Context: an optimization exercise on an open-source flow, tuned for small area, a short achievable clock period and few clock cycles. The choices shown serve that exercise and are no tape-out recipe. Only simulation tests tie the RTL to the original design; equivalence was not proved. Power and IR drop assume default switching activity.

[flow/config.mk]
export PLATFORM = sky130hd
export DESIGN_NAME = spu
export DESIGN_NICKNAME = spu
export VERILOG_FILES = /design/flow/design.v
export SDC_FILE = /design/flow/constraint.sdc
export NUM_CORES = 4
export LEC_CHECK = 0
export ABC_CLOCK_PERIOD_IN_PS = 2800
export CAP_MARGIN = 20
export CORE_MARGIN = 2
export CORE_UTILIZATION = 55
export CTS_BUF_LIST = sky130_fd_sc_hd__clkbuf_8
export CTS_CLUSTER_DIAMETER = 60
export CTS_CLUSTER_SIZE = 16
export SETUP_SLACK_MARGIN = 5
export SLEW_MARGIN = 20
[flow/constraint.sdc]
create_clock -name core_clock -period 8.0 [get_ports {clk}]
set_input_delay 1.6000 -clock core_clock [delete_from_list [all_inputs] [get_ports {clk}]]
set_output_delay 1.6000 -clock core_clock [all_outputs]
set_load 0.01 [all_outputs]
[flow/design.v]
module spu(
input  clk,
input  rst,
input  start,
output stop,
input   [15:0] im_r_data,
output  [7:0]  im_addr,
output  [7:0] dm_addr,
output  dm_wr,
input  [15:0] dm_r_data,
output [15:0] dm_w_data
);
localparam [3:0] OP_LOAD  = 4'd0,
                 OP_STORE = 4'd1,
                 OP_ADD   = 4'd2,
                 OP_LOAC  = 4'd3,
                 OP_SUB   = 4'd4,
                 OP_JMPZ  = 4'd5,
                 OP_JUMP  = 4'd6,
                 OP_STOP  = 4'd15;
reg  [7:0]  pc;       
reg         fv;       
reg  [15:0] ir;       
reg         vd;       
reg         stopd;    
reg  [15:0] oha;      
reg  [15:0] ohb;      
reg         lcd;      
reg         fwda;     
reg         fwdb;     
reg  [15:0] a;        
reg  [15:0] b;        
reg         cin;      
reg  [3:0]  rae;      
reg         we_e;     
reg         ld_e;     
reg         st_e;     
reg         jz_e;     
reg  [15:0] rf [0:15];
wire [3:0]  op_f = im_r_data[15:12];
wire [3:0]  op_d = ir[15:12];
wire [16:0] sum17 = {a, 1'b1} + {b, cin};
wire [15:0] alu   = sum17[16:1];
wire [15:0] res   = ld_e ? dm_r_data : alu;
wire        taken = jz_e & (a == 16'd0);
reg rst_q;
always @(posedge clk)
  rst_q <= rst;
wire [15:0] wd   = res & {16{~rst_q}};
wire [15:0] wsel = {16{rst_q}} | ({16{we_e}} & (16'd1 << rae));
always @(posedge clk) begin: rf_write
  integer i;
  for (i = 0; i < 16; i = i + 1)
    rf[i] <= (wd & {16{wsel[i]}}) | (rf[i] & {16{~wsel[i]}});
end
reg  [15:0] rda, rdb;
always @(*) begin: rf_read
  integer i;
  rda = {8'h00, ir[7:0] & {8{lcd}}};
  rdb = 16'd0;
  for (i = 0; i < 16; i = i + 1) begin
    rda = rda | (rf[i] & {16{oha[i]}});
    rdb = rdb | (rf[i] & {16{ohb[i]}});
  end
end
wire [15:0] va     = fwda ? res : rda;
wire [15:0] vb     = fwdb ? res : rdb;
wire        sub_d  = (op_d == OP_SUB);
wire        jz_d   = (op_d == OP_JMPZ);
wire        ls_d   = (op_d == OP_LOAD) | (op_d == OP_STORE);
wire [7:0]  tgt_d  = pc + ir[7:0] + 8'hff;    
wire        taken_d = vd & jz_d & ~fwda & ~taken & (rda == 16'd0);
wire        go_d   = vd & ~taken;
wire        we_n   = go_d & ((op_d == OP_LOAD) | (op_d == OP_ADD) | (op_d == OP_SUB) | (op_d == OP_LOAC));
always @(posedge clk) begin
  a    <= va;
  b    <= (sub_d ? ~vb : vb) | {8'h00, (ir[7:0] & {8{ls_d}}) | (tgt_d & {8{jz_d}})};
  cin  <= sub_d;
  rae  <= ir[11:8];
  ld_e <= (op_d == OP_LOAD);
end
always @(posedge clk or posedge rst) begin
  if (rst) begin
    we_e <= 1'b0;
    st_e <= 1'b0;
    jz_e <= 1'b0;
  end else begin
    we_e <= we_n;
    st_e <= go_d & (op_d == OP_STORE);
    jz_e <= go_d & jz_d & fwda;
  end
end
reg  [7:0]  jt;
always @(*) begin: jump_adder
  reg [7:0] g, p, gg, pp, g2, p2;
  integer i;
  g = pc & im_r_data[7:0];
  p = pc ^ im_r_data[7:0];
  gg = g; pp = p;
  for (i = 1; i < 8; i = i + 1) begin
    g2[i] = gg[i] | (pp[i] & gg[i-1]);
    p2[i] = pp[i] & pp[i-1];
  end
  g2[0] = gg[0]; p2[0] = pp[0];
  gg = g2; pp = p2;
  for (i = 2; i < 8; i = i + 1) begin
    g2[i] = gg[i] | (pp[i] & gg[i-2]);
    p2[i] = pp[i] & pp[i-2];
  end
  gg = g2; pp = p2;
  for (i = 4; i < 8; i = i + 1) begin
    g2[i] = gg[i] | (pp[i] & gg[i-4]);
  end
  jt = p ^ {g2[6:0], 1'b0};
end
wire        kill_f = taken | taken_d | stopd;
wire        jump_f = fv & ~kill_f & (op_f == OP_JUMP);
wire        rd_ra_f = (op_f == OP_STORE) | (op_f == OP_JMPZ);
wire        rd_b_f  = (op_f == OP_ADD) | (op_f == OP_SUB);
wire        rd_a_f  = rd_ra_f | rd_b_f;
wire [3:0]  sa_f    = rd_ra_f ? im_r_data[11:8] : im_r_data[7:4];
always @(posedge clk) begin
  ir <= im_r_data;
  oha  <= rd_a_f ? (16'd1 << sa_f) : 16'd0;
  ohb  <= rd_b_f ? (16'd1 << im_r_data[3:0]) : 16'd0;
  lcd  <= (op_f == OP_LOAC);
  fwda <= we_n & rd_a_f & (ir[11:8] == sa_f);
  fwdb <= we_n & rd_b_f & (ir[11:8] == im_r_data[3:0]);
end
always @(posedge clk or posedge rst) begin
  if (rst) begin
    pc    <= 8'd0;
    fv    <= 1'b0;
    vd    <= 1'b0;
    stopd <= 1'b0;
  end else begin
    vd    <= fv & ~kill_f;
    stopd <= fv & ~kill_f & (op_f == OP_STOP);
    if (start) begin
      pc <= 8'd0;
      fv <= 1'b1;
    end else begin
      if (stopd)
        fv <= 1'b0;
      if (jump_f)
        pc <= jt;
      else if (taken)
        pc <= b[7:0];
      else if (taken_d)
        pc <= tgt_d;
      else
        pc <= pc + 8'd1;
    end
  end
end
assign im_addr   = pc;
assign dm_addr   = b[7:0];
assign dm_wr     = st_e;
assign dm_w_data = a;
assign stop      = stopd;
endmodule
[flow/flow/run.sh]
#!/bin/bash
# Layout flow: the standard ORFS layout (standard.sh, with the standard
# synthesis unchanged), except that the port buffers are plain buf_2 cells
# rather than the delay-cell buffers the resizer picks by default (the
# platform matches cell footprints when resizing, so a delay cell can never
# become a plain buffer later). Every port still gets its own buffer.
# make's full output goes to flow_make.log; each ORFS step writes its own log
# under orfs/logs/.
set -uo pipefail
bash standard.sh "BUFFER_PORTS_ARGS=-buffer_cell sky130_fd_sc_hd__buf_2" finish > flow_make.log 2>&1
status=$?
tail -n 40 flow_make.log
exit $status
[flow/standard.sh]
#!/bin/bash
# synth_recipe.tcl (not shown) runs the flow's synth.tcl, then flattens the netlist and writes it again
# the make line also repeats each setting of config.mk as NAME=value (left out here)
make -C /OpenROAD-flow-scripts/flow DESIGN_CONFIG=/design/flow/config.mk WORK_HOME=/design/flow/orfs CLKGATE_MAP_FILE= SYNTH_SCRIPT=/design/flow/synth_recipe.tcl "${@:-finish}"
==> run_results.csv, run 1 <==
group,metric,value,unit
cts,clock_latency,0.62,ns
cts,htree_levels,1,
critical_path,worstPathRequired,8.53,ns
cells_and_area,nets,1444,
timing,skew,0.0235,ns
synth,synth_area_per_cell,12.5,um^2
synth,synth_edf_count,256,
drt,wirelength,57300,um
synth,synth_most_common_cell,"edfxtp_1",
critical_path,end_kind,"flop",
cts,cts_tree,"yes",
timing,worstMarginPinSlew,1.11,ns
timing,min_period_over_period,38.4,%
grt,met3_usage,11.0,%
synth,yosysUniqueCellTypes,64,
drt,drt_first_iter_violations,2250,
power,peakVddDrop,195,uV
placement,place_hpwl,35400,um
synth,synth_area,16200,um^2
cts,numClockSinks,360,
placement,port_buffers,68,
power,power_leakage,6.97,nW
drt,detail_route.wl_per_cell,32.2,um
drt,ant_nets,0,
timing,period_needed,3.07,ns
grt,grt_pass1_wl,81500,um
placement,gp_congestion,0.915,
grt,grt_max_degree,32,
cts,holdBufCountCts,0,
timing,rsz0062_at_grt,"yes",
timing,hold_ws,0.404,ns
cts,clock_path_buffers,3,
synth,ys_warn_count,2,
grt,top_usage_layer,"met2",
cells_and_area,register_area,9870,um^2
status,status,"no timing/DRC/antenna violations",
synth,async_flop_share,3.89,%
timing,tns,0,ns
floorplanning,pin_count,69,
critical_path,startpoint_type,"flop",
synth,ys_seq_area_share,60.7,%
critical_path,arrival,3.60,ns
cells_and_area,fillerInstances,2242,
critical_path,cp_max_fo,16,
power,swShare,28.8,%
power,p_seq_share,59.7,%
floorplanning,rows,62,
cells_and_area,area_growth,12.2,%
drt,first_pass_iters,7,
cells_and_area,multi_input_area,6080,um^2
synth,synth_nets,1371,
power,power.share.combinational,13.6,%
synth,synthTopCellsByArea,"edfxtp_1, dfxtp_1, a22oi_1",
timing,slew_headroom,26.0,%
synth,synth-simple-area-share,8.57,%
synth,yosysTopAreaCell,"edfxtp_1",
timing,finalMaxSlewViolations,0,
synth,ys_top_cells_by_count,"edfxtp_1, a22oi_1, dfxtp_1",
synth,netlist_instances,1297,
synth,synthMuxAreaShare,1.62,%
cells_and_area,drive_gt1_share,20.3,%
synth,yosysTopAreaCellShare,47.4,%
floorplanning,dieArea,30900,um^2
synth,synth-adder-area-share,3.15,%
timing,setup_viol,0,
drt,drc,0,
cts,clockRootBuffer,"clkbuf_8",
drt,vias,12800,
power,intPower,2.80,mW
grt,use_met2,55.5,%
floorplanning,die_h,176,um
power,p_per_area,216,nW/um^2
synth,synth-seq-cells,360,
grt,met1_usage,48.5,%
synth,synth-compound-area-share,19.0,%
grt,grt_pass1_vias,12100,
power,clockPowerShare,26.7,%
power,power.switching,1.13,mW
cells_and_area,diodes,0,
synth,synthFlopType,"edfxtp_1",
grt,antenna_found_initial,0,
timing,fmax,0.326,GHz
cts,clk_pin_slew,0.10,ns
grt,grt_remaining_overflow,0,
flow_run,maxCapViolCount,0,
floorplanning,initial_core_util,56.2,%
floorplanning,chipWidth,176,um
floorplanning,core_area,28900,um^2
synth,synth_top_family_by_area,"compound AO/OA/AOI/OAI gates",
synth,synth_xor_area_share,3.03,%
drt,via_per_inst,7.22,
timing,hold_viol_final,0,
grt,track_usage,36.6,%
critical_path,critPathKind,"flop to flop",
cts,numCtsBuffers,31,
min_path,hp-class,"flop to flop",
metal layers:
metal / share of wire [%] / vias up
met1: 37 / 6082
met4: 6.3 / 0
met5: 0 / -
met2: 43 / 1183
met3: 14 / 288
li1: - / 5289
cell families after synthesis:
logic type	after synthesis
AO/OA/AOI/OAI	392
buffers and inverters	146
flip-flops	360
AND/OR/NAND/NOR	278
XOR/XNOR	56
adder cells (fa/ha/maj)	39
multiplexers	26
power by group through the flow:
stage | combinational (mW) | sequential, mW | clock [mW]
2_1_floorplan | 0.302 | 2.33 | 0
3_3_place_gp | 0.480 | 2.38 | 0
3_5_place_dp | 0.485 | 2.38 | 0
4_1_cts | 0.502 | 2.34 | 1.06
5_1_grt | 0.576 | 2.36 | 1.13
6_report | 0.534 | 2.35 | 1.05
cell usage in the layout, fill, tap and decap left out, types with 7 or more instances in the layout:
master	count
a221o_1	9
dfxtp_1	76
nor2_2	8
nand4_1	19
a221oi_2	7
buf_4	60
nor2_1	66
nand2_1	46
dfxtp_2	8
a31oi_1	8
nand3_1	28
nor4_1	9
buf_12	8
xor2_1	29
clkbuf_8	33
a21oi_1	40
a22o_1	65
a222oi_1	14
a22oi_1	99
dfrtp_1	12
edfxtp_1	256
o21ai_2	8
a2111oi_0	8
buf_2	67
nor3_1	30
and2_1	7
ha_1	35
xnor2_1	27
mux2i_1	20
and3_1	15
a221oi_1	67
inv_1	58
worst max-delay path, cell delays in order (launching register included):
cell and delay, ns:
dfxtp_1 0.32, buf_4 0.24, a22oi_1 0.23, nand2_1 0.07
a221oi_1 0.34, nand3_1 0.29, or4_4 0.51, or3_4 0.45
a211o_1 0.32, a221oi_2 0.21
stage by stage:
stage | total power, mW | setup WS (ns) | cells | area, um^2 | util [%]
after floorplan | 2.63 | 4.88 | 1297 | 16200 | -
after global placement | 2.86 | 4.54 | 1694 | 17000 | 59.0
after detailed placement | 2.86 | 4.52 | 1695 | 17000 | 59.0
after CTS | 3.90 | 5.00 | 1754 | 17800 | 61.6
after global routing | 4.06 | 4.93 | 1778 | 18200 | 63.1
final | 3.93 | 4.93 | 1778 | 18200 | 63.1
worst paths after layout:
check | slack (ns) | end | start | cells after the start
max | 4.93 | pc[7]$_DFF_PP0_ | oha[8]$_SDFF_PN0_ | 9
min reg2reg | 0.40 | rae[3]$_DFF_P_ | ir[11]$_DFF_P_ | 0
max in group asynchronous | 6.47 | pc[0]$_DFF_PP0_ | rst | 2
min | 0.40 | rae[3]$_DFF_P_ | ir[11]$_DFF_P_ | 0
min in group asynchronous | 1.07 | pc[1]$_DFF_PP0_ | rst | 2
max reg2reg | 4.93 | pc[7]$_DFF_PP0_ | oha[8]$_SDFF_PN0_ | 9
cell type report:
class / instances / area share, %
Clock buffer: 33 / 2.50
Clock inverter: 24 / 0.791
Inverter: 48 / 0.990
Multi-Input combinational cell: 791 / 33.4
Sequential cell: 360 / 54.3
Tap cell: 384 / 2.64
Timing Repair Buffer: 138 / 5.41
timing repair:
action,4_1_cts,5_1_grt
resized for setup,39,57
buffers inserted,2,24
pin swaps,1,18
endpoints found under the hold margin,0,0
endpoints found under the setup margin,160,193
Testbench counts, summed over its fixed seeds: cycles 54,590.
==> inputs of run 2 (changes only) <==
--- a/flow/design.v
+++ b/flow/design.v
@@ -70,5 +70,4 @@
 wire        ls_d   = (op_d == OP_LOAD) | (op_d == OP_STORE);
 wire [7:0]  tgt_d  = pc + ir[7:0] + 8'hff;    
-wire        taken_d = vd & jz_d & ~fwda & ~taken & (rda == 16'd0);
 wire        go_d   = vd & ~taken;
 wire        we_n   = go_d & ((op_d == OP_LOAD) | (op_d == OP_ADD) | (op_d == OP_SUB) | (op_d == OP_LOAC));
@@ -88,5 +87,5 @@
     we_e <= we_n;
     st_e <= go_d & (op_d == OP_STORE);
-    jz_e <= go_d & jz_d & fwda;
+    jz_e <= go_d & jz_d;
   end
 end
@@ -114,5 +113,5 @@
   jt = p ^ {g2[6:0], 1'b0};
 end
-wire        kill_f = taken | taken_d | stopd;
+wire        kill_f = taken | stopd;
 wire        jump_f = fv & ~kill_f & (op_f == OP_JUMP);
 wire        rd_ra_f = (op_f == OP_STORE) | (op_f == OP_JMPZ);
@@ -147,6 +146,4 @@
       else if (taken)
         pc <= b[7:0];
-      else if (taken_d)
-        pc <= tgt_d;
       else
         pc <= pc + 8'd1;
--- a/flow/config.mk
+++ b/flow/config.mk
@@ -9,5 +9,5 @@
 export CAP_MARGIN = 20
 export CORE_MARGIN = 2
-export CORE_UTILIZATION = 55
+export CORE_UTILIZATION = 40
 export CTS_BUF_LIST = sky130_fd_sc_hd__clkbuf_8
 export CTS_CLUSTER_DIAMETER = 60
==> run 2 against run 1 <==
Net effect: largest cell class unchanged; largest power group unchanged; sequential share of layout area increased by 2.0 points; sequential cell count is the same; critical endpoint is now b[9]$_DFF_P_; synthesized cell count down 3.2%; worst setup slack better by 0.11 ns.
==> run_results.csv, run 2 <==
group,metric,value,unit
synth,synth-compound-area-share,19.5,%
synth,netlist_instances,1256,
timing,finalMaxSlewViolations,0,
cells_and_area,area_growth,10.8,%
cells_and_area,fin_util,45.1,%
timing,fmax,0.337,GHz
timing,hold_viol_final,0,
drt,ant_nets,0,
critical_path,end_kind,"flop",
synth,async_flop_share,3.89,%
timing,setup_viol,0,
critical_path,startpoint_type,"flop",
cells_and_area,nets,1381,
synth,synth_nets,1330,
floorplanning,core_area,38800,um^2
timing,worstMarginPinSlew,1.29,ns
synth,synth_xor_area_share,3.16,%
synth,ys_warn_count,2,
synth,yosysTopAreaCell,"edfxtp_1",
power,power.share.combinational,12.4,%
cts,cts_tree,"yes",
drt,wirelength,56800,um
floorplanning,rows,72,
timing,period_needed,2.97,ns
cells_and_area,final_area,17500,um^2
timing,rsz0062_at_grt,"no",
cells_and_area,layout_common_cells,"edfxtp_1, a22oi_1, dfxtp_1",
power,swShare,28.4,%
status,status,"no timing/DRC/antenna violations",
critical_path,worstPathRequired,8.53,ns
synth,synth-adder-area-share,3.23,%
power,power.switching,1.08,mW
synth,synthTopCellsByArea,"edfxtp_1, dfxtp_1, a22oi_1",
drt,first_pass_iters,7,
power,p_seq_share,61.8,%
flow_run,maxCapViolCount,0,
critical_path,path_cells,"fa_1 -> a211oi_1 -> o21ai_0 -> a21boi_0 -> xnor2_1 -> mux2i_4 -> a21oi_1 -> xor2_1",
critical_path,critPathKind,"flop to flop",
critical_path,r2r_end,"b[9]$_DFF_P_",
cts,numCtsBuffers,29,
drt,detail_route.wl_per_cell,30.8,um
grt,antenna_found_initial,1,
synth,synth_edf_count,256,
synth,synthMuxAreaShare,0.760,%
synth,ys_seq_area_share,62.3,%
power,intPower,2.72,mW
cts,clock_path_buffers,3,
placement,place_inst,1792,
min_path,min_path_cells,0,
cts,clk_pin_slew,0.11,ns
power,clockPowerShare,25.8,%
floorplanning,pin_count,69,
critical_path,r2r_slack,5.03,ns
cts,numClockSinks,360,
critical_path,crit_start,"b[0]$_DFF_P_",
grt,grt_pass1_wl,80800,um
min_path,min_from,"ir[8]$_DFF_P_",
cts,htree_levels,1,
floorplanning,dieArea,41100,um^2
synth,ys_top_cells_by_count,"edfxtp_1, a22oi_1, dfxtp_1",
cells_and_area,fillerInstances,3548,
cells_and_area,drive_gt1_share,15.6,%
floorplanning,initial_core_util,40.7,%
timing,skew,0.0273,ns
critical_path,cpPeakStageDelay,0.49,ns
synth,synth_area,15800,um^2
cts,clockRootBuffer,"clkbuf_8",
cells_and_area,final_cells,1842,
grt,grt_pass1_vias,11900,
power,peakVddDrop,116,uV
timing,tns,0,ns
cells_and_area,diodes,0,
power,p_per_area,217,nW/um^2
drt,via_per_inst,6.63,
synth,synthFlopType,"edfxtp_1",
drt,vias,12200,
grt,track_usage,27.2,%
drt,drt_first_iter_violations,2167,
timing,slew_headroom,13.7,%
cells_and_area,final_common_cell,"edfxtp_1",
placement,gp_congestion,0.905,
power,p_total,3.80,mW
grt,grt_remaining_overflow,0,
synth,synth-simple-area-share,7.59,%
min_path,hold_path_end,"rae[0]$_DFF_P_",
floorplanning,chipWidth,203,um
min_path,hp-class,"flop to flop",
floorplanning,die_h,203,um
synth,yosysUniqueCellTypes,67,
power,power_leakage,6.53,nW
placement,port_buffers,68,
synth,synth_top_family_by_area,"compound AO/OA/AOI/OAI gates",
grt,grt_max_degree,33,
drt,drc,0,
critical_path,regToRegStartpoint,"b[0]$_DFF_P_",
synth,yosysTopAreaCellShare,48.6,%
synth,synth-seq-cells,360,
synth,synth_area_per_cell,12.6,um^2
critical_path,cp_max_fo,4,
critical_path,r2r_cells,8,
placement,place_hpwl,33700,um
cts,clock_latency,0.67,ns
synth,synth_most_common_cell,"edfxtp_1",
critical_path,arrival,3.49,ns
timing,min_period_over_period,37.1,%
placement,dpl_cell_area,16900,um^2
critical_path,cp_slowest_cell,"a21oi_1",
[run 2: what timing repair did]
action	in CTS	in global routing
setup endpoints to repair	147	202
buffers inserted	0	1
gates resized for setup	13	15
pin swaps	0	1
hold buffers	0	0
hold endpoints to repair	0	0
[run 2: worst max path at each step]
stage | end | slack [ns] | depth (start not counted)
floorplan | pc[7]$_DFF_PP0_ | 4.91 | 8
global placement | pc[7]$_DFF_PP0_ | 4.50 | 9
detailed placement | pc[7]$_DFF_PP0_ | 4.50 | 9
CTS | flop | 5.01 | 7
global route | flop | 5.01 | 8
finish | b[9]$_DFF_P_ | 5.03 | 8
[run 2: logic make-up (layout without fill, tap and decap cells)]
| group | count (synthesis) | after routing |
|---|---|---|
| AND/OR/NAND/NOR | 244 | 244 |
| adder cells (fa/ha/maj) | 39 | 39 |
| buffers and inverters | 139 | 207 |
| multiplexers | 12 | 12 |
| flip-flops | 360 | 360 |
| XOR/XNOR | 57 | 57 |
| AO/OA/AOI/OAI | 405 | 405 |
[run 2: power by group through the flow]
stage / clock network [mW] / logic (mW) / registers, mW
6_report: 0.981 / 0.472 / 2.35
5_1_grt: 1.06 / 0.507 / 2.36
4_1_cts: 0.992 / 0.452 / 2.34
3_5_place_dp: 0 / 0.446 / 2.38
3_3_place_gp: 0 / 0.441 / 2.38
2_1_floorplan: 0 / 0.274 / 2.34
[run 2: critical path, delay by kind of cell, from the launching register on]
family,cells,cell delay [ns]
AOI/OAI and AO/OA,4,1.47
xor gates and xnor gates,2,0.34
adders and majority gates,1,0.48
DFF,1,0.37
muxes,1,0.18
[run 2: final cells by class]
class / count / area (um^2) / share of cell area (%)
tap: 518 / 648 / 3.70
multi-input combinational: 757 / 5630 / 32.1
sequential: 360 / 9840 / 56.2
clock inverter: 19 / 110 / 0.629
inverter: 44 / 169 / 0.965
timing repair buffer: 115 / 709 / 4.05
clock buffer: 29 / 399 / 2.28
[run 2: metal layers]
metal / global-route usage (%) / part of all wire [%] / vias up
met4: 13.7 / 6.0 / 0
met1: 33.4 / 36 / 5925
li1: - / - / 5059
met5: 0.595 / 0 / -
met3: 8.03 / 13 / 255
met2: 43.5 / 45 / 968
[run 2: through the flow]
| step | setup slack, ns | hold slack, ns |
|---|---|---|
| finish | 5.03 | 0.437 |
| floorplan | 4.91 | 0.372 |
| CTS | 5.01 | 0.443 |
| detailed placement | 4.50 | 0.403 |
| global route | 5.01 | 0.457 |
| global placement | 4.50 | 0.405 |
Testbench counts of run 2, summed over its fixed seeds: cycles 55,329.
==> inputs of run 3 (changes only) <==
--- a/flow/flow/run.sh
+++ b/flow/flow/run.sh
@@ -8,5 +8,5 @@
 # under orfs/logs/.
 set -uo pipefail
-bash standard.sh "BUFFER_PORTS_ARGS=-buffer_cell sky130_fd_sc_hd__buf_2" finish > flow_make.log 2>&1
+bash standard.sh "BUFFER_PORTS_ARGS=-buffer_cell sky130_fd_sc_hd__buf_2" SETUP_SLACK_MARGIN=5.6 finish > flow_make.log 2>&1
 status=$?
 tail -n 40 flow_make.log
--- a/flow/config.mk
+++ b/flow/config.mk
@@ -13,4 +13,3 @@
 export CTS_CLUSTER_DIAMETER = 60
 export CTS_CLUSTER_SIZE = 16
-export SETUP_SLACK_MARGIN = 5
 export SLEW_MARGIN = 20
==> run 3 against run 2 <==
Net effect: synthesized area did not move; sequential share of layout area decreased by 5.6 points; wire length up 5.6%.
==> run_results.csv, run 3 <==
group,metric,value,unit
critical_path,r2r_cells,12,
floorplanning,initial_core_util,40.7,%
min_path,hp-class,"flop to flop",
critical_path,path_cells,"buf_6",
timing,skew,0.0392,ns
placement,gp_congestion,0.904,
cells_and_area,register_area,9920,um^2
cts,clockRootBuffer,"clkbuf_8",
power,p_per_area,211,nW/um^2
floorplanning,die_h,203,um
critical_path,r2r_slack,5.38,ns
floorplanning,dieArea,41100,um^2
grt,grt_max_degree,33,
drt,via_per_inst,6.56,
synth,synthFlopType,"edfxtp_1",
timing,min_period_over_period,34.9,%
synth,netlist_instances,1256,
synth,ys_seq_area_share,62.3,%
critical_path,cp_num_buf_inv,1,
drt,ant_nets,0,
floorplanning,core_area,38800,um^2
critical_path,regToRegStartpoint,"a[0]$_DFF_P_",
synth,yosysTopAreaCellShare,48.6,%
timing,finalMaxSlewViolations,0,
critical_path,cp.depth,1,
grt,grt_pass1_vias,12400,
drt,vias,12800,
synth,synth_edf_count,256,
drt,drc,0,
cells_and_area,multi_input_area,6280,um^2
cells_and_area,area_growth,24.0,%
cts,numCtsBuffers,29,
critical_path,path_delay_family,"flip-flops",
synth,async_flop_share,3.89,%
grt,track_usage,28.0,%
drt,first_pass_iters,10,
cts,clk_pin_slew,0.12,ns
placement,place_hpwl,33400,um
cts,clock_path_buffers,3,
cells_and_area,fillerInstances,3227,
timing,slew_headroom,13.7,%
cells_and_area,final_common_cell,"edfxtp_1",
cells_and_area,layout_common_cells,"edfxtp_1, a22oi_1, buf_4",
floorplanning,pin_count,69,
synth,yosysTopAreaCell,"edfxtp_1",
timing,tns,0,ns
drt,wirelength,60000,um
timing,rsz0062_at_grt,"yes",
cts,cts_tree,"yes",
synth,synth_area,15800,um^2
critical_path,crit_start,"pc[1]$_DFF_PP0_",
critical_path,end_kind,"output port",
critical_path,cp_slowest_cell,"dfrtp_2",
critical_path,cp_max_fo,2,
critical_path,worstPathRequired,6.40,ns
cts,holdBufCountCts,0,
drt,drt_first_iter_violations,2499,
floorplanning,rows,72,
timing,hold_viol_final,0,
synth,ys_warn_count,2,
floorplanning,chipWidth,203,um
critical_path,arrival,1.19,ns
synth,ys_top_cells_by_count,"edfxtp_1, a22oi_1, dfxtp_1",
flow_run,maxCapViolCount,0,
placement,port_buffers,68,
grt,antenna_found_initial,0,
synth,synthTopCellsByArea,"edfxtp_1, dfxtp_1, a22oi_1",
cts,htree_levels,1,
timing,worstMarginPinSlew,1.29,ns
power,peakVddDrop,132,uV
synth,yosysUniqueCellTypes,67,
cells_and_area,drive_gt1_share,29.9,%
critical_path,cpPeakStageDelay,0.44,ns
synth,synth_area_per_cell,12.6,um^2
timing,setup_viol,0,
cells_and_area,diodes,0,
grt,grt_pass1_wl,83600,um
grt,grt_remaining_overflow,0,
critical_path,critPathCapture,"im_addr[1]",
placement,place_inst,1793,
power,power_leakage,7.32,nW
timing,fmax,0.358,GHz
synth,synth_nets,1330,
cells_and_area,final_cells,1946,
critical_path,critPathKind,"flop to output port",
drt,detail_route.wl_per_cell,30.8,um
cts,numClockSinks,360,
critical_path,startpoint_type,"flop",
timing,period_needed,2.79,ns
synth,synth_most_common_cell,"edfxtp_1",
cts,clock_latency,0.65,ns
synth,synth-seq-cells,360,
status,status,"no timing/DRC/antenna violations",
cells_and_area,nets,1483,
==> run 3: cell counts after synthesis <==
No cell type changed its count.
==> run 3: repair_timing <==
| action | CTS | global route |
|---|---|---|
| cloned | 2 | 3 |
| setup endpoints to repair | 495 | 308 |
| setup buffers | 73 | 25 |
| endpoints found under the hold margin | 0 | 0 |
| resized for setup | 164 | 65 |
| pin swaps | 38 | 51 |
==> run 3: logic make-up (layout without fill, tap and decap cells) <==
logic type,count (synthesis),in the layout,share of synthesized area [%]
and+or+nand+nor,244,244,7.59
DFF,360,360,62.3
buffers and inverters,139,311,3.55
adders and majority gates,39,39,3.23
xor gates and xnor gates,57,57,3.16
AOI/OAI and AO/OA,405,405,19.5
muxes,12,12,0.760
==> run 3: layout make-up <==
type | count | share of cell area [%]
Inverter | 44 | 0.868
Clock inverter | 20 | 0.792
Sequential cell | 360 | 50.6
Tap cell | 518 | 3.31
Multi-Input combinational cell | 757 | 32.1
Timing Repair Buffer | 217 | 10.3
Clock buffer | 30 | 2.11
==> run 3: how the worst min path moves through the flow <==
stage                           endpoint  cells past startpoint      startpoint  slack, ns
after floorplan           rae[2]$_DFF_P_                      0  ir[10]$_DFF_P_       0.37
after global placement    rae[0]$_DFF_P_                      0   ir[8]$_DFF_P_       0.42
after detailed placement  rae[3]$_DFF_P_                      0  ir[11]$_DFF_P_       0.41
after CTS                 rae[3]$_DFF_P_                      0  ir[11]$_DFF_P_       0.42
after global routing      rae[3]$_DFF_P_                      0  ir[11]$_DFF_P_       0.42
final                     rae[1]$_DFF_P_                      0   ir[9]$_DFF_P_       0.41
==> run 3: power breakdown <==
group          leakage [nW]  total [mW]  switching, mW  internal (mW)
clock network         0.316        1.04          0.621          0.421
registers              3.56        2.35          0.129           2.23
logic                  3.44       0.730          0.408          0.322
total                  7.32        4.13           1.16           2.97
==> run 3: metal layers <==
layer	GRT usage, %	routed length, um	share of wire (%)	vias up
met3	7.70	7760	13	275
met5	0	0	0	-
met4	14.2	3340	5.6	0
met2	44.8	27400	46	1060
li1	-	-	-	5270
met1	34.7	21500	36	6164
==> run 3: through the flow <==
stage | setup slack [ns] | hold slack (ns) | utilization [%] | power, mW | area (um^2)
finish | 5.21 | 0.406 | 50.5 | 4.13 | 19600
global route | 5.20 | 0.425 | 50.5 | 4.25 | 19600
global placement | 4.51 | 0.421 | 43.8 | 2.83 | 17000
floorplan | 4.91 | 0.372 | - | 2.62 | 16000
detailed placement | 4.53 | 0.408 | 43.9 | 2.84 | 17000
CTS | 5.19 | 0.416 | 49.0 | 4.03 | 19000
==> inputs of run 4 (changes only) <==
--- a/flow/flow/run.sh
+++ b/flow/flow/run.sh
@@ -8,5 +8,5 @@
 # under orfs/logs/.
 set -uo pipefail
-bash standard.sh "BUFFER_PORTS_ARGS=-buffer_cell sky130_fd_sc_hd__buf_2" SETUP_SLACK_MARGIN=5.6 finish > flow_make.log 2>&1
+bash standard.sh "BUFFER_PORTS_ARGS=-buffer_cell sky130_fd_sc_hd__buf_2" SETUP_SLACK_MARGIN=5.4 finish > flow_make.log 2>&1
 status=$?
 tail -n 40 flow_make.log
==> run 4 against run 3 <==
Net effect: sequential share of layout area grew 2.0 points; non-clock buffer count shrank 29; largest power group unchanged; highest routed layer unchanged; critical path depth is the same; cell count shrank 1.4%; power shrank 4.1%; utilization shrank 2.0 points; design area shrank 3.9%; sequential power is essentially flat; synthesized cell count is the same; still clean; wire length shrank 2.9%.
==> run_results.csv, run 4 <==
group,metric,value,unit
status,status,"no timing/DRC/antenna violations",
cts,clockRootBuffer,"clkbuf_8",
critical_path,cp_num_buf_inv,1,
critical_path,startpoint_type,"flop",
synth,synth_area,15800,um^2
cts,clock_latency,0.62,ns
drt,drt_first_iter_violations,2366,
grt,met1_usage,33.9,%
drt,via_per_inst,6.52,
timing,min_period_over_period,35.0,%
floorplanning,rows,72,
cts,clk_pin_slew,0.11,ns
critical_path,path_delay_family,"flip-flops",
synth,yosysTopAreaCellShare,48.6,%
synth,synth_area_per_cell,12.6,um^2
critical_path,cpPeakStageDelay,0.46,ns
cts,cts_tree,"yes",
floorplanning,core_area,38800,um^2
cells_and_area,final_common_cell,"edfxtp_1",
cells_and_area,diodes,0,
grt,top_usage_layer,"met2",
floorplanning,pin_count,69,
cts,numCtsBuffers,28,
synth,async_flop_share,3.89,%
drt,ant_nets,0,
min_path,hp-class,"flop to flop",
grt,use_met2,45.0,%
floorplanning,die_h,203,um
cells_and_area,register_area,9910,um^2
floorplanning,chipWidth,203,um
synth,synthTopCellsByArea,"edfxtp_1, dfxtp_1, a22oi_1",
grt,grt_remaining_overflow,0,
floorplanning,dieArea,41100,um^2
grt,grt_max_degree,33,
synth,yosysTopAreaCell,"edfxtp_1",
grt,track_usage,27.6,%
drt,detail_route.wl_per_cell,30.4,um
synth,synth_edf_count,256,
critical_path,end_kind,"output port",
power,power_leakage,7.07,nW
cells_and_area,area_growth,19.2,%
cts,numClockSinks,360,
grt,grt_pass1_vias,12200,
timing,slew_headroom,32.8,%
cells_and_area,layout_common_cells,"edfxtp_1, a22oi_1, buf_4",
placement,place_hpwl,33400,um
synth,synth-seq-cells,360,
grt,antenna_found_initial,0,
synth,ys_warn_count,2,
critical_path,path_cells,"buf_6",
cts,clock_path_buffers,3,
placement,port_buffers,68,
timing,fmax,0.357,GHz
cells_and_area,fin_util,48.5,%
drt,wirelength,58200,um
critical_path,critPathKind,"flop to output port",
synth,netlist_instances,1256,
synth,synthFlopType,"edfxtp_1",
critical_path,cp_slowest_cell,"dfrtp_2",
synth,ys_seq_area_share,62.3,%
timing,finalMaxSlewViolations,0,
cells_and_area,fillerInstances,3382,
timing,worstMarginPinSlew,0.982,ns
synth,synth_nets,1330,
timing,skew,0.0279,ns
critical_path,worstPathRequired,6.40,ns
timing,period_needed,2.80,ns
cells_and_area,multi_input_area,5950,um^2
power,p_per_area,210,nW/um^2
cells_and_area,nets,1453,
drt,first_pass_iters,8,
timing,tns,0,ns
critical_path,cp_max_fo,2,
synth,ys_top_cells_by_count,"edfxtp_1, a22oi_1, dfxtp_1",
power,peakVddDrop,99.3,uV
timing,setup_viol,0,
cells_and_area,drive_gt1_share,25.1,%
flow_run,maxCapViolCount,0,
critical_path,arrival,1.20,ns
grt,met3_usage,8.27,%
grt,grt_pass1_wl,82400,um
timing,rsz0062_at_grt,"yes",
drt,vias,12500,
drt,drc,0,
synth,synth_most_common_cell,"edfxtp_1",
timing,hold_viol_final,0,
floorplanning,initial_core_util,40.7,%
cts,htree_levels,1,
placement,gp_congestion,0.922,
synth,yosysUniqueCellTypes,67,
==> run 4: cell counts after synthesis <==
No cell type changed its count.
==> run 4: cells by family after synthesis <==
| group | after synthesis | synth area share (%) |
|---|---|---|
| flip-flops | 360 | 62.3 |
| adder cells (fa/ha/maj) | 39 | 3.23 |
| multiplexers | 12 | 0.760 |
| AND/OR/NAND/NOR | 244 | 7.59 |
| buffers and inverters | 139 | 3.55 |
| XOR/XNOR | 57 | 3.16 |
| AO/OA/AOI/OAI | 405 | 19.5 |
==> run 4: timing repair <==
item | CTS | global route
cloned | 0 | 1
hold buffers | 0 | 0
setup endpoints to repair | 271 | 275
pin swaps | 17 | 36
setup buffers | 40 | 28
resized for setup | 123 | 48
==> run 4: final timing paths <==
kind	startpoint	endpoint	slack, ns	cells past startpoint
max	pc[3]$_DFF_PP0_	im_addr[3]	5.20	1
min	ir[11]$_DFF_P_	rae[3]$_DFF_P_	0.44	0
min reg2reg	ir[11]$_DFF_P_	rae[3]$_DFF_P_	0.44	0
max in group asynchronous	rst	pc[6]$_DFF_PP0_	6.53	2
min in group asynchronous	rst	st_e$_DFF_PP0_	1.05	2
max reg2reg	pc[0]$_DFF_PP0_	b[7]$_DFF_P_	5.33	14
==> run 4: area by class of cell <==
cell class	instances	area share [%]
clock buffers	29	2.12
multi-input cells	757	31.6
repair buffers	188	8.75
well taps	518	3.44
flip-flops and latches	360	52.6
inverters	44	0.897
clock inverters	22	0.624
==> run 4: worst register-to-register path, stage by stage (launching register included) <==
cell and delay (ns):
dfrtp_2 0.45, buf_4 0.14, buf_4 0.15, inv_2 0.06, ha_4 0.12, inv_2 0.04, ha_4 0.16, fa_2 0.38
a21o_1 0.20, a21oi_2 0.17, o21bai_1 0.10, a21oi_1 0.18, xnor2_1 0.17, a21oi_1 0.11, o21ai_1 0.16
==> run 4: through the flow <==
stage,worst slack [ns],hold slack (ns),instance area (um^2),power [mW],cells
after floorplan,4.91,0.372,15900,2.62,1256
after global placement,4.52,0.419,17000,2.82,1797
after detailed placement,4.54,0.418,17000,2.83,1798
after CTS,5.20,0.440,18300,3.87,1889
after global routing,5.19,0.450,18800,4.09,1918
final,5.20,0.438,18800,3.96,1918
==> run 4: power by group <==
group | switching (mW) | total, mW | internal [mW]
clock network | 0.613 | 0.974 | 0.361
logic | 0.377 | 0.640 | 0.262
registers | 0.119 | 2.34 | 2.22
total | 1.11 | 3.96 | 2.85
==> run 4: routing by layer <==
layer / up-vias / part of all wire [%]
li1: 5219 / -
met1: 6052 / 36
met2: 991 / 45
met3: 251 / 13
met4: 0 / 5.8
met5: - / 0
==> inputs of run 5 (changes only) <==
--- a/flow/flow/run.sh
+++ b/flow/flow/run.sh
@@ -8,5 +8,5 @@
 # under orfs/logs/.
 set -uo pipefail
-bash standard.sh "BUFFER_PORTS_ARGS=-buffer_cell sky130_fd_sc_hd__buf_2" SETUP_SLACK_MARGIN=5.4 finish > flow_make.log 2>&1
+bash standard.sh "BUFFER_PORTS_ARGS=-buffer_cell sky130_fd_sc_hd__buf_2" SETUP_SLACK_MARGIN=5.25 finish > flow_make.log 2>&1
 status=$?
 tail -n 40 flow_make.log
==> run 5 against run 4 <==
Net effect: largest cell class unchanged; critical path depth unchanged; still clean; cell count down 2.1%; die area unchanged; utilization down 1.7 points; first-iteration DRC count down 9.2%; combinational power down 15%; sequential share of layout area up 1.9 points; worst setup slack worse by 0.015 ns; register-to-register slack about the same; highest routed layer unchanged.
==> run_results.csv, run 5 <==
group,metric,value,unit
status,status,"no timing/DRC/antenna violations",
power,intPower,2.77,mW
synth,synth_most_common_cell,"edfxtp_1",
cts,clock_path_buffers,3,
synth,netlist_instances,1256,
flow_run,maxCapViolCount,0,
synth,synth_area,15800,um^2
power,p_per_area,212,nW/um^2
grt,antenna_found_initial,0,
timing,worstMarginPinSlew,1.24,ns
floorplanning,initial_core_util,40.7,%
min_path,hp-class,"flop to flop",
timing,skew,0.0384,ns
cts,holdBufCountCts,0,
synth,synth_edf_count,256,
power,power.share.combinational,14.1,%
power,swShare,28.0,%
grt,grt_pass1_wl,81800,um
cells_and_area,final_common_cell,"edfxtp_1",
drt,ant_nets,0,
floorplanning,dieArea,41100,um^2
grt,grt_pass1_vias,12300,
grt,top_usage_layer,"met2",
drt,detail_route.wl_per_cell,30.4,um
synth,synthTopCellsByArea,"edfxtp_1, dfxtp_1, a22oi_1",
critical_path,cp_slowest_cell,"dfrtp_1",
synth,ys_seq_area_share,62.3,%
cts,clockRootBuffer,"clkbuf_8",
drt,via_per_inst,6.61,
timing,setup_viol,0,
critical_path,critPathKind,"flop to output port",
critical_path,path_delay_family,"flip-flops",
timing,finalMaxSlewViolations,0,
cts,numClockSinks,360,
grt,grt_max_degree,33,
power,clockPowerShare,25.0,%
synth,yosysUniqueCellTypes,67,
power,p_seq_share,60.9,%
cells_and_area,fillerInstances,3441,
timing,hold_viol_final,0,
timing,slew_headroom,17.5,%
timing,fmax,0.355,GHz
placement,place_inst,1793,
placement,port_buffers,68,
grt,met3_usage,6.21,%
synth,synthFlopType,"edfxtp_1",
grt,use_met2,43.7,%
placement,gp_congestion,0.914,
cells_and_area,layout_common_cells,"edfxtp_1, a22oi_1, buf_4",
critical_path,arrival,1.21,ns
floorplanning,die_h,203,um
power,power.switching,1.08,mW
synth,synth_area_per_cell,12.6,um^2
drt,wirelength,57000,um
cts,htree_levels,1,
drt,drc,0,
floorplanning,core_area,38800,um^2
cells_and_area,nets,1412,
cells_and_area,final_cells,1877,
cts,clk_pin_slew,0.10,ns
synth,yosysTopAreaCellShare,48.6,%
power,peakVddDrop,89.2,uV
synth,ys_warn_count,2,
critical_path,startpoint_type,"flop",
timing,tns,0,ns
grt,track_usage,27.3,%
grt,grt_remaining_overflow,0,
cts,numCtsBuffers,27,
critical_path,path_cells,"buf_2",
cells_and_area,diodes,0,
timing,period_needed,2.81,ns
cells_and_area,area_growth,14.9,%
power,power_leakage,6.80,nW
critical_path,cp_num_buf_inv,1,
synth,ys_top_cells_by_count,"edfxtp_1, a22oi_1, dfxtp_1",
synth,synth_nets,1330,
cts,cts_tree,"yes",
floorplanning,pin_count,69,
critical_path,end_kind,"output port",
floorplanning,rows,72,
timing,rsz0062_at_grt,"yes",
cts,clock_latency,0.65,ns
grt,met1_usage,34.2,%
cells_and_area,drive_gt1_share,20.7,%
synth,async_flop_share,3.89,%
placement,place_hpwl,34200,um
timing,min_period_over_period,35.2,%
drt,drt_first_iter_violations,2149,
drt,first_pass_iters,8,
drt,vias,12400,
synth,synth-seq-cells,360,
critical_path,cp_max_fo,2,
critical_path,worstPathRequired,6.40,ns
synth,yosysTopAreaCell,"edfxtp_1",
timing,hold_ws,0.433,ns
floorplanning,chipWidth,203,um
critical_path,cpPeakStageDelay,0.43,ns
run 5: cell types whose count changed in the layout (fill, tap and decap cells not counted), sizes merged:
cell / before / now
clkinv: 4 / 2
buf: 187 / 148
clkinvlp: 0 / 2
bufinv: 1 / 0
inv: 61 / 60
run 5: logic make-up after synthesis:
kind of cell | Yosys count | synth area share [%]
buffers and inverters | 139 | 3.55
adders and majority gates | 39 | 3.23
xor gates and xnor gates | 57 | 3.16
and+or+nand+nor | 244 | 7.59
DFF | 360 | 62.3
AOI/OAI and AO/OA | 405 | 19.5
muxes | 12 | 0.760
run 5: worst paths after layout:
kind                                       from               to  slack [ns]  cells after the start
worst min-delay path             ir[11]$_DFF_P_   rae[3]$_DFF_P_        0.43                      0
worst min register to register   ir[11]$_DFF_P_   rae[3]$_DFF_P_        0.43                      0
worst max-delay path            pc[5]$_DFF_PP0_       im_addr[5]        5.19                      1
worst max register to register     b[0]$_DFF_P_     b[3]$_DFF_P_        5.32                      8
max in group asynchronous                   rst  pc[7]$_DFF_PP0_        6.53                      2
min in group asynchronous                   rst     vd$_DFF_PP0_        1.04                      2
run 5: what timing repair did:
item	in CTS	in global routing
setup endpoints to repair	262	245
gates resized for setup	88	24
gates cloned	0	0
buffers inserted	25	9
pin swaps	2	7
run 5: final cells by class:
| class | instances | area [um^2] | area share, % |
|---|---|---|---|
| clock inverter | 20 | 90.1 | 0.496 |
| timing repair buffer | 148 | 1170 | 6.47 |
| clock buffer | 30 | 413 | 2.27 |
| tap | 518 | 648 | 3.57 |
| multi-input combinational | 757 | 5770 | 31.8 |
| sequential | 360 | 9900 | 54.5 |
| inverter | 44 | 169 | 0.930 |
run 5: power groups by stage:
| stage | registers (mW) | logic (mW) | clock network [mW] |
|---|---|---|---|
| 2_1_floorplan | 2.34 | 0.279 | 0 |
| 3_3_place_gp | 2.38 | 0.443 | 0 |
| 3_5_place_dp | 2.38 | 0.448 | 0 |
| 4_1_cts | 2.34 | 0.509 | 0.970 |
| 5_1_grt | 2.36 | 0.580 | 1.04 |
| 6_report | 2.35 | 0.543 | 0.961 |
run 5: stage by stage:
| stage | worst slack, ns | area [um^2] | total power, mW | utilization (%) |
|---|---|---|---|---|
| 3_5_place_dp | 4.50 | 16900 | 2.83 | 43.6 |
| 4_1_cts | 5.16 | 17900 | 3.82 | 46.2 |
| 2_1_floorplan | 4.91 | 15900 | 2.62 | - |
| 3_3_place_gp | 4.52 | 16900 | 2.82 | 43.6 |
| 5_1_grt | 5.17 | 18200 | 3.98 | 46.8 |
| 6_report | 5.19 | 18200 | 3.85 | 46.8 |
run 5: metal layers:
layer / vias up / part of all wire (%) / wire length [um]
met4: 0 / 6.3 / 3560
met5: - / 0 / 0
met2: 948 / 46 / 26000
li1: 5127 / - / -
met3: 247 / 12 / 6700
met1: 6078 / 36 / 20700
==> inputs of run 6 (changes only) <==
--- a/flow/config.mk
+++ b/flow/config.mk
@@ -11,5 +11,5 @@
 export CORE_UTILIZATION = 40
 export CTS_BUF_LIST = sky130_fd_sc_hd__clkbuf_8
-export CTS_CLUSTER_DIAMETER = 60
-export CTS_CLUSTER_SIZE = 16
+export CTS_CLUSTER_DIAMETER = 50
+export CTS_CLUSTER_SIZE = 12
 export SLEW_MARGIN = 20
==> run 6 against run 5 <==
Net effect: power up 6.3%; die area unchanged; global-route usage up 0.16 points; clock power up 28%; sequential share of layout area down 0.10 points; sequential cell count unchanged; register-to-register slack worse by 0.06 ns; worst setup slack better by 0.048 ns; non-clock buffer count down 14; first-iteration DRC count down 2.6%; largest power group unchanged.
==> run_results.csv, run 6 <==
group,metric,value,unit
timing,tns,0,ns
grt,grt_remaining_overflow,0,
synth,async_flop_share,3.89,%
critical_path,worstPathRequired,6.40,ns
drt,vias,12400,
drt,drc,0,
power,p_seq_share,57.3,%
flow_run,maxCapViolCount,0,
drt,first_pass_iters,8,
power,intPower,2.96,mW
synth,synth_most_common_cell,"edfxtp_1",
synth,synth_area,15800,um^2
floorplanning,dieArea,41100,um^2
synth,netlist_instances,1256,
power,swShare,27.6,%
cells_and_area,layout_common_cells,"edfxtp_1, a22oi_1, dfxtp_1",
placement,gp_congestion,0.914,
synth,ys_seq_area_share,62.3,%
critical_path,path_cells,"buf_2",
cts,clock_path_buffers,3,
placement,place_inst,1793,
critical_path,path_delay_family,"flip-flops",
drt,drt_first_iter_violations,2093,
placement,dpl_worst_slack,4.50,ns
cts,numClockSinks,360,
floorplanning,initial_core_util,40.7,%
cts,numCtsBuffers,39,
timing,fmax,0.362,GHz
cts,cts_tree,"yes",
cts,htree_levels,2,
grt,antenna_found_initial,0,
synth,synthFlopType,"edfxtp_1",
critical_path,startpoint_type,"flop",
synth,synth_edf_count,256,
timing,hold_viol_final,0,
grt,grt_pass1_vias,12200,
floorplanning,die_h,203,um
critical_path,cp_slowest_cell,"dfrtp_1",
cts,clockRootBuffer,"clkbuf_8",
cells_and_area,area_growth,14.8,%
status,status,"no timing/DRC/antenna violations",
placement,port_buffers,68,
timing,min_period_over_period,34.6,%
timing,setup_viol,0,
synth,ys_top_cells_by_count,"edfxtp_1, a22oi_1, dfxtp_1",
drt,ant_nets,0,
power,power.switching,1.13,mW
floorplanning,chipWidth,203,um
cells_and_area,nets,1410,
timing,finalMaxSlewViolations,0,
timing,setup_ws,5.23,ns
drt,wirelength,57300,um
timing,worstMarginPinSlew,1.27,ns
floorplanning,core_area,38800,um^2
cts,holdBufCountCts,0,
floorplanning,pin_count,69,
placement,place_hpwl,34200,um
critical_path,cpPeakStageDelay,0.42,ns
power,p_per_area,225,nW/um^2
floorplanning,rows,72,
synth,yosysUniqueCellTypes,67,
timing,skew,0.0343,ns
synth,synth_area_per_cell,12.6,um^2
drt,detail_route.wl_per_cell,30.5,um
cells_and_area,drive_gt1_share,20.3,%
grt,track_usage,27.4,%
power,power_leakage,6.81,nW
min_path,hp-class,"flop to flop",
grt,grt_max_degree,33,
power,clockPowerShare,30.1,%
timing,slew_headroom,15.1,%
synth,synth-seq-cells,360,
critical_path,critPathKind,"flop to output port",
critical_path,cp_max_fo,2,
synth,synth_nets,1330,
cells_and_area,final_cells,1878,
timing,rsz0062_at_grt,"yes",
cells_and_area,final_common_cell,"edfxtp_1",
synth,synthTopCellsByArea,"edfxtp_1, dfxtp_1, a22oi_1",
synth,ys_warn_count,2,
timing,period_needed,2.77,ns
power,power.share.combinational,12.6,%
cts,clock_latency,0.61,ns
synth,yosysTopAreaCellShare,48.6,%
power,peakVddDrop,90.7,uV
drt,via_per_inst,6.59,
critical_path,end_kind,"output port",
critical_path,arrival,1.17,ns
grt,grt_pass1_wl,81900,um
synth,yosysTopAreaCell,"edfxtp_1",
cells_and_area,register_area,9870,um^2
cts,clk_pin_slew,0.08,ns
critical_path,cp_num_buf_inv,1,
cells_and_area,fillerInstances,3455,
cells_and_area,diodes,0,
cells_and_area,multi_input_area,5750,um^2
-- run 6: routing by layer --
| layer | vias up | GRT usage, % | wire (um) |
|---|---|---|---|
| met5 | - | 0 | 0 |
| met4 | 0 | 15.1 | 3710 |
| met3 | 276 | 6.74 | 6790 |
| met2 | 990 | 43.8 | 25700 |
| met1 | 5966 | 34.3 | 21000 |
| li1 | 5135 | - | - |
-- run 6: worst paths after layout --
check,endpoint,cells past startpoint,start,slack [ns]
max,im_addr[5],1,pc[5]$_DFF_PP0_,5.23
min,rae[3]$_DFF_P_,0,ir[11]$_DFF_P_,0.43
max reg2reg,a[3]$_DFF_P_,7,b[0]$_DFF_P_,5.26
min reg2reg,rae[3]$_DFF_P_,0,ir[11]$_DFF_P_,0.43
max in group asynchronous,pc[2]$_DFF_PP0_,2,rst,6.46
min in group asynchronous,we_e$_DFF_PP0_,2,rst,1.09
-- run 6: area by class of cell --
type | count | area share (%)
Sequential cell | 360 | 54.4
Multi-Input combinational cell | 757 | 31.7
Timing Repair Buffer | 134 | 5.30
Tap cell | 518 | 3.57
Clock buffer | 39 | 2.96
Clock inverter | 26 | 1.14
Inverter | 44 | 0.931
-- run 6: worst register-to-register path: cells and delay by family, from the launching register on --
kind            cells  cell delay, ns
fa+ha+maj           1            0.49
xor+xnor            1            0.09
compound gates      4            1.47
buf+inv             1            0.20
flops               1            0.35
-- run 6: power groups by stage --
stage                     clock network (mW)  logic (mW)  registers (mW)
after CTS                               1.24       0.488            2.34
after global placement                     0       0.443            2.38
after floorplan                            0       0.279            2.34
final                                   1.23       0.516            2.35
after detailed placement                   0       0.448            2.38
after global routing                    1.31       0.552            2.36
-- run 6: what timing repair did --
action / CTS / global route
gates resized for setup: 57 / 26
pin swaps: 2 / 13
endpoints found under the setup margin: 249 / 206
buffers inserted: 13 / 7
-- run 6: logic make-up (layout without fill, tap and decap cells) --
family	after synthesis	after routing	synth area share, %
AOI/OAI and AO/OA	405	405	19.5
DFF	360	360	62.3
and+or+nand+nor	244	244	7.59
buffers and inverters	139	243	3.55
xor gates and xnor gates	57	57	3.16
adders and majority gates	39	39	3.23
muxes	12	12	0.760
-- run 6: metrics by stage --
step | hold WS (ns) | area, um^2 | power [mW] | utilization [%]
4_1_cts | 0.430 | 18000 | 4.07 | 46.3
6_report | 0.433 | 18100 | 4.09 | 46.7
3_3_place_gp | 0.424 | 16900 | 2.82 | 43.6
2_1_floorplan | 0.372 | 15900 | 2.62 | -
3_5_place_dp | 0.415 | 16900 | 2.83 | 43.6
5_1_grt | 0.442 | 18100 | 4.22 | 46.7
==> inputs of run 7 (changes only) <==
--- a/flow/config.mk
+++ b/flow/config.mk
@@ -10,6 +10,6 @@
 export CORE_MARGIN = 2
 export CORE_UTILIZATION = 40
-export CTS_BUF_LIST = sky130_fd_sc_hd__clkbuf_8
-export CTS_CLUSTER_DIAMETER = 50
-export CTS_CLUSTER_SIZE = 12
+export CTS_BUF_LIST = sky130_fd_sc_hd__clkbuf_16
+export CTS_CLUSTER_DIAMETER = 80
+export CTS_CLUSTER_SIZE = 24
 export SLEW_MARGIN = 20
==> run 7 against run 6 <==
Net effect: largest cell class unchanged; utilization fell by 0.56 points; clock power decreased by 15%; worst setup slack gained 0.039 ns; die area is the same; clock skew fell by 0.012 ns; wire length decreased by 1.0%; critical endpoint is now dm_w_data[7]; worst hold slack worse by 0.011 ns; power is 4.4% lower; cell count decreased by 1.5%; synthesized area unchanged; critical path type unchanged; still clean.
==> run_results.csv, run 7 <==
group,metric,value,unit
drt,first_pass_iters,6,
timing,min_period_over_period,34.1,%
status,status,"no timing/DRC/antenna violations",
power,p_per_area,218,nW/um^2
critical_path,cpPeakStageDelay,0.42,ns
placement,place_inst,1793,
synth,yosysTopAreaCell,"edfxtp_1",
floorplanning,initial_core_util,40.7,%
cts,htree_levels,1,
critical_path,arrival,1.13,ns
grt,track_usage,27.1,%
timing,period_needed,2.73,ns
drt,drc,0,
grt,grt_pass1_vias,12000,
critical_path,r2r_end,"b[10]$_DFF_P_",
cells_and_area,area_growth,13.5,%
synth,synth-seq-cells,360,
power,p_total,3.91,mW
min_path,hold_path_end,"rae[1]$_DFF_P_",
critical_path,r2r_cells,8,
placement,gp_congestion,0.914,
floorplanning,chipWidth,203,um
critical_path,cp_slowest_cell,"dfxtp_1",
timing,hold_viol_final,0,
cells_and_area,drive_gt1_share,17.8,%
floorplanning,core_area,38800,um^2
drt,detail_route.wl_per_cell,30.6,um
drt,wirelength,56700,um
floorplanning,pin_count,69,
cts,clockRootBuffer,"clkbuf_16",
grt,grt_remaining_overflow,0,
critical_path,path_cells,"buf_2",
critical_path,startpoint_type,"flop",
cells_and_area,fillerInstances,3464,
timing,setup_ws,5.27,ns
synth,ys_seq_area_share,62.3,%
cts,clock_path_buffers,3,
timing,finalMaxSlewViolations,0,
cts,cts_tree,"yes",
drt,drt_first_iter_violations,2111,
synth,ys_warn_count,2,
min_path,min_from,"ir[9]$_DFF_P_",
min_path,min_path_cells,0,
drt,ant_nets,0,
flow_run,maxCapViolCount,0,
grt,grt_max_degree,33,
timing,hold_ws,0.423,ns
placement,dpl_worst_slack,4.50,ns
synth,synth_area_per_cell,12.6,um^2
drt,vias,12300,
floorplanning,rows,72,
cts,numClockSinks,360,
floorplanning,dieArea,41100,um^2
min_path,hp-class,"flop to flop",
synth,synth_nets,1330,
synth,synth_edf_count,256,
critical_path,worstPathRequired,6.40,ns
timing,fmax,0.367,GHz
critical_path,end_kind,"output port",
timing,rsz0062_at_grt,"yes",
drt,via_per_inst,6.66,
grt,grt_pass1_wl,81300,um
cts,numCtsBuffers,19,
cells_and_area,final_cells,1850,
timing,worstMarginPinSlew,1.28,ns
placement,place_hpwl,34200,um
cells_and_area,nets,1394,
grt,antenna_found_initial,0,
floorplanning,die_h,203,um
cells_and_area,diodes,0,
critical_path,cp_max_fo,3,
synth,synth_area,15800,um^2
critical_path,crit_start,"a[7]$_DFF_P_",
synth,ys_top_cells_by_count,"edfxtp_1, a22oi_1, dfxtp_1",
cells_and_area,final_common_cell,"edfxtp_1",
synth,yosysUniqueCellTypes,67,
placement,port_buffers,68,
critical_path,regToRegStartpoint,"b[5]$_DFF_P_",
critical_path,critPathKind,"flop to output port",
cts,clock_latency,0.55,ns
critical_path,path_delay_family,"flip-flops",
synth,synthTopCellsByArea,"edfxtp_1, dfxtp_1, a22oi_1",
timing,slew_headroom,14.9,%
timing,setup_viol,0,
power,power_leakage,6.71,nW
critical_path,r2r_slack,5.33,ns
synth,netlist_instances,1256,
cts,clk_pin_slew,0.11,ns
synth,synthFlopType,"edfxtp_1",
critical_path,cp_num_buf_inv,1,
timing,skew,0.0223,ns
synth,yosysTopAreaCellShare,48.6,%
timing,tns,0,ns
power,peakVddDrop,124,uV
synth,synth_most_common_cell,"edfxtp_1",
synth,async_flop_share,3.89,%
cells_and_area,layout_common_cells,"edfxtp_1, a22oi_1, dfxtp_1",
==> run 7: final cells by class <==
class                   count  area (um^2)  share of cell area, %
well taps                 518          648                   3.61
clock buffers              19          475                   2.65
flip-flops and latches    360         9860                   55.0
multi-input cells         757         5760                   32.1
clock inverters            14         71.3                  0.398
repair buffers            138          956                   5.33
inverters                  44          169                  0.942
==> run 7: cell families (layout without fill, tap and decap cells) <==
| family | after synthesis | in the layout | synth area share [%] |
|---|---|---|---|
| multiplexers | 12 | 12 | 0.760 |
| XOR/XNOR | 57 | 57 | 3.16 |
| adder cells (fa/ha/maj) | 39 | 39 | 3.23 |
| AND/OR/NAND/NOR | 244 | 244 | 7.59 |
| buffers and inverters | 139 | 215 | 3.55 |
| flip-flops | 360 | 360 | 62.3 |
| AO/OA/AOI/OAI | 405 | 405 | 19.5 |
==> run 7: worst max-delay path by stage <==
stage	to	slack, ns	cells after the start
floorplan	pc[7]$_DFF_PP0_	4.91	8
global placement	pc[7]$_DFF_PP0_	4.52	9
detailed placement	pc[7]$_DFF_PP0_	4.50	9
CTS	im_addr[4]	5.25	1
global route	flop	5.23	8
finish	dm_w_data[7]	5.27	1
==> run 7: report_power, final <==
group	total, mW	switching [mW]	internal [mW]
clock network	1.05	0.609	0.443
registers	2.34	0.121	2.22
logic	0.517	0.338	0.179
==> run 7: per-layer routing <==
layer  routed length [um]  global-route usage (%)  part of all wire, %  up-vias
met4                 3450                    14.3                  6.1        0
li1                     -                       -                    -     5089
met2                25700                    43.0                   45      951
met3                 6890                    6.44                   12      260
met5                    0                       0                    0        -
met1                20700                    34.4                   37     6025
==> run 7: metrics by stage <==
stage	instance area (um^2)	utilization, %
floorplan	15900	-
global placement	16900	43.6
detailed placement	16900	43.6
CTS	17800	45.8
global route	17900	46.2
finish	17900	46.2
==> run 7: timing repair <==
action,4_1_cts,5_1_grt
buffers inserted,17,7
hold buffers,0,0
resized for setup,44,16
pin swaps,9,4
setup endpoints to repair,236,223
==> inputs of run 8 (changes only) <==
--- a/flow/config.mk
+++ b/flow/config.mk
@@ -9,5 +9,5 @@
 export CAP_MARGIN = 20
 export CORE_MARGIN = 2
-export CORE_UTILIZATION = 40
+export CORE_UTILIZATION = 30
 export CTS_BUF_LIST = sky130_fd_sc_hd__clkbuf_16
 export CTS_CLUSTER_DIAMETER = 80
==> run 8 against run 7 <==
Net effect: cell count rose by 9.0%; wire length grew 2.3%; worst hold slack gained 0.019 ns; critical endpoint is now im_addr[1]; highest routed layer unchanged.
==> run_results.csv, run 8 <==
group,metric,value,unit
timing,min_period_over_period,34.9,%
floorplanning,rows,84,
critical_path,worstPathRequired,6.40,ns
cts,clk_pin_slew,0.10,ns
critical_path,cp_max_fo,5,
cells_and_area,layout_common_cells,"edfxtp_1, a22oi_1, dfxtp_1",
synth,synthFlopType,"edfxtp_1",
timing,setup_viol,0,
cts,numCtsBuffers,19,
synth,ys_seq_area_share,62.3,%
synth,yosysTopAreaCellShare,48.6,%
timing,slew_headroom,12.0,%
timing,worstMarginPinSlew,1.32,ns
cts,holdBufCountCts,0,
synth,synthTopCellsByArea,"edfxtp_1, dfxtp_1, a22oi_1",
power,p_per_area,217,nW/um^2
min_path,hp-class,"flop to flop",
flow_run,maxCapViolCount,0,
cts,clock_path_buffers,3,
grt,grt_remaining_overflow,0,
timing,period_needed,2.79,ns
synth,yosysUniqueCellTypes,67,
synth,ys_warn_count,2,
floorplanning,initial_core_util,30.2,%
cells_and_area,final_common_cell,"edfxtp_1",
cts,clockRootBuffer,"clkbuf_16",
critical_path,cp_slowest_cell,"dfrtp_2",
grt,track_usage,20.7,%
synth,synth_edf_count,256,
timing,tns,0,ns
drt,drt_first_iter_violations,2101,
critical_path,path_cells,"buf_6",
cells_and_area,final_area,18200,um^2
timing,rsz0062_at_grt,"yes",
placement,port_buffers,68,
grt,grt_pass1_vias,12100,
synth,synth-seq-cells,360,
floorplanning,pin_count,69,
grt,grt_max_degree,33,
floorplanning,core_area,52300,um^2
critical_path,startpoint_type,"flop",
placement,gp_congestion,0.894,
synth,netlist_instances,1256,
drt,wirelength,58000,um
timing,hold_viol_final,0,
cells_and_area,final_cells,2016,
synth,synth_area_per_cell,12.6,um^2
status,status,"no timing/DRC/antenna violations",
drt,drc,0,
synth,synth_area,15800,um^2
power,p_total,3.94,mW
cts,cts_tree,"yes",
cts,numClockSinks,360,
cells_and_area,nets,1389,
placement,place_hpwl,34300,um
power,power_leakage,6.71,nW
drt,via_per_inst,6.12,
synth,async_flop_share,3.89,%
cts,htree_levels,1,
critical_path,arrival,1.19,ns
grt,grt_pass1_wl,82300,um
floorplanning,chipWidth,234,um
cts,clock_latency,0.55,ns
timing,skew,0.0300,ns
cells_and_area,diodes,0,
drt,first_pass_iters,8,
timing,fmax,0.358,GHz
drt,detail_route.wl_per_cell,28.8,um
critical_path,path_delay_family,"flip-flops",
critical_path,r2r_slack,5.31,ns
cells_and_area,drive_gt1_share,18.3,%
power,peakVddDrop,135,uV
drt,vias,12300,
synth,yosysTopAreaCell,"edfxtp_1",
grt,antenna_found_initial,0,
timing,finalMaxSlewViolations,0,
critical_path,critPathKind,"flop to output port",
cells_and_area,area_growth,15.1,%
synth,synth_most_common_cell,"edfxtp_1",
critical_path,cpPeakStageDelay,0.49,ns
synth,ys_top_cells_by_count,"edfxtp_1, a22oi_1, dfxtp_1",
placement,place_inst,1959,
placement,dpl_cell_area,17100,um^2
drt,ant_nets,0,
floorplanning,dieArea,54500,um^2
critical_path,cp_num_buf_inv,1,
synth,synth_nets,1330,
cells_and_area,fillerInstances,5101,
critical_path,end_kind,"output port",
floorplanning,die_h,234,um
## run 8: changes by cell type in the layout (fill, tap and decap cells not counted), moves of 4 or more
cell	change
buf_4	-6
dfxtp_2	+6
dfxtp_1	-6
a21oi_2	+4
a21oi_1	-4
## run 8: stage by stage
| step | hold WS (ns) | util [%] | setup WS [ns] |
|---|---|---|---|
| final | 0.441 | 34.7 | 5.21 |
| after floorplan | 0.372 | - | 4.91 |
| after CTS | 0.442 | 34.4 | 5.19 |
| after global routing | 0.447 | 34.7 | 5.16 |
| after detailed placement | 0.421 | 32.7 | 4.53 |
| after global placement | 0.425 | 32.7 | 4.56 |
## run 8: final cells by class
type	instances	area, um^2	share of cell area, %
multi-input combinational	757	5820	32.0
sequential	360	9860	54.2
inverter	44	166	0.915
clock buffer	19	475	2.61
tap	688	861	4.73
clock inverter	15	77.6	0.427
timing repair buffer	133	927	5.10
## run 8: worst paths after layout
kind                            cells after the start            start         endpoint
worst max-delay path                                1  pc[1]$_DFF_PP0_       im_addr[1]
worst min-delay path                                0    ir[8]$_DFF_P_   rae[0]$_DFF_P_
worst max register to register                      7     b[0]$_DFF_P_     a[3]$_DFF_P_
worst min register to register                      0    ir[8]$_DFF_P_   rae[0]$_DFF_P_
max in group asynchronous                           2              rst  pc[2]$_DFF_PP0_
min in group asynchronous                           2              rst  pc[4]$_DFF_PP0_
## run 8: logic make-up after synthesis
kind of cell | synth area share (%)
AO/OA/AOI/OAI | 19.5
buffers and inverters | 3.55
flip-flops | 62.3
adder cells (fa/ha/maj) | 3.23
multiplexers | 0.760
AND/OR/NAND/NOR | 7.59
XOR/XNOR | 3.16
## run 8: layer usage
metal / GRT usage [%] / share of wire (%) / vias up
li1: - / - / 5089
met5: 0 / 0 / -
met1: 25.5 / 36 / 6039
met4: 9.89 / 5.6 / 0
met3: 6.03 / 14 / 229
met2: 33.2 / 45 / 986
## run 8: timing repair
item | 4_1_cts | 5_1_grt
endpoints found under the hold margin | 0 | 0
buffers inserted | 18 | 4
setup endpoints to repair | 245 | 195
pin swaps | 10 | 5
gates resized for setup | 55 | 21
## run 8: report_power, final
part	internal (mW)	switching (mW)	total (mW)
registers	2.22	0.125	2.35
clock network	0.445	0.614	1.06
logic	0.183	0.348	0.532
## run 8: worst register-to-register path: cells and delay by family, from the launching register on
kind                     cells  cell delay [ns]
XOR/XNOR                     1             0.09
adder cells (fa/ha/maj)      1             0.50
buffers and inverters        1             0.19
AO/OA/AOI/OAI                4             1.39
flip-flops                   1             0.36

-- afterwards: timing with drivers on the ports --
No port has a modelled driver above. Below, the same layouts with a new extraction and two added sets of constraints.
Step 1: set_driving_cell puts a clkbuf_16 on clk and a buf_2 on each other input, an assumption about the parent block.
Step 2, shift: input delay + t, output delay - t, t = (earliest + latest rising clock arrival at the registers) / 2. This alone moves slack from input paths to output paths.
a / b / c = no drivers / after step 1 / after step 2; a / b = the first two.
run	shift t [ns]	setup slack, ns	worst register clock-pin slew, ns	worst data-port slew with drivers (ns)
run 1	0.655	4.928 / 4.928 / 4.541	0.11 / 0.11	0.03
run 2	0.708	5.034 / 4.999 / 4.512	0.11 / 0.11	0.05
run 3	0.681	5.210 / 5.161 / 4.680	0.12 / 0.12	0.07
run 4	0.654	5.201 / 5.151 / 4.740	0.11 / 0.11	0.07
run 5	0.691	5.187 / 5.132 / 4.626	0.11 / 0.11	0.04
run 6	0.643	5.235 / 5.181 / 4.626	0.09 / 0.09	0.08
run 7	0.595	5.274 / 5.214 / 4.728	0.11 / 0.11	0.05
run 8	0.593	5.206 / 5.150 / 4.722	0.11 / 0.11	0.07
After both steps setup and hold are still met in every run listed. The setup slack of run 6, which loses most, moves by -0.054 ns with the drivers and by -0.609 ns with both steps.
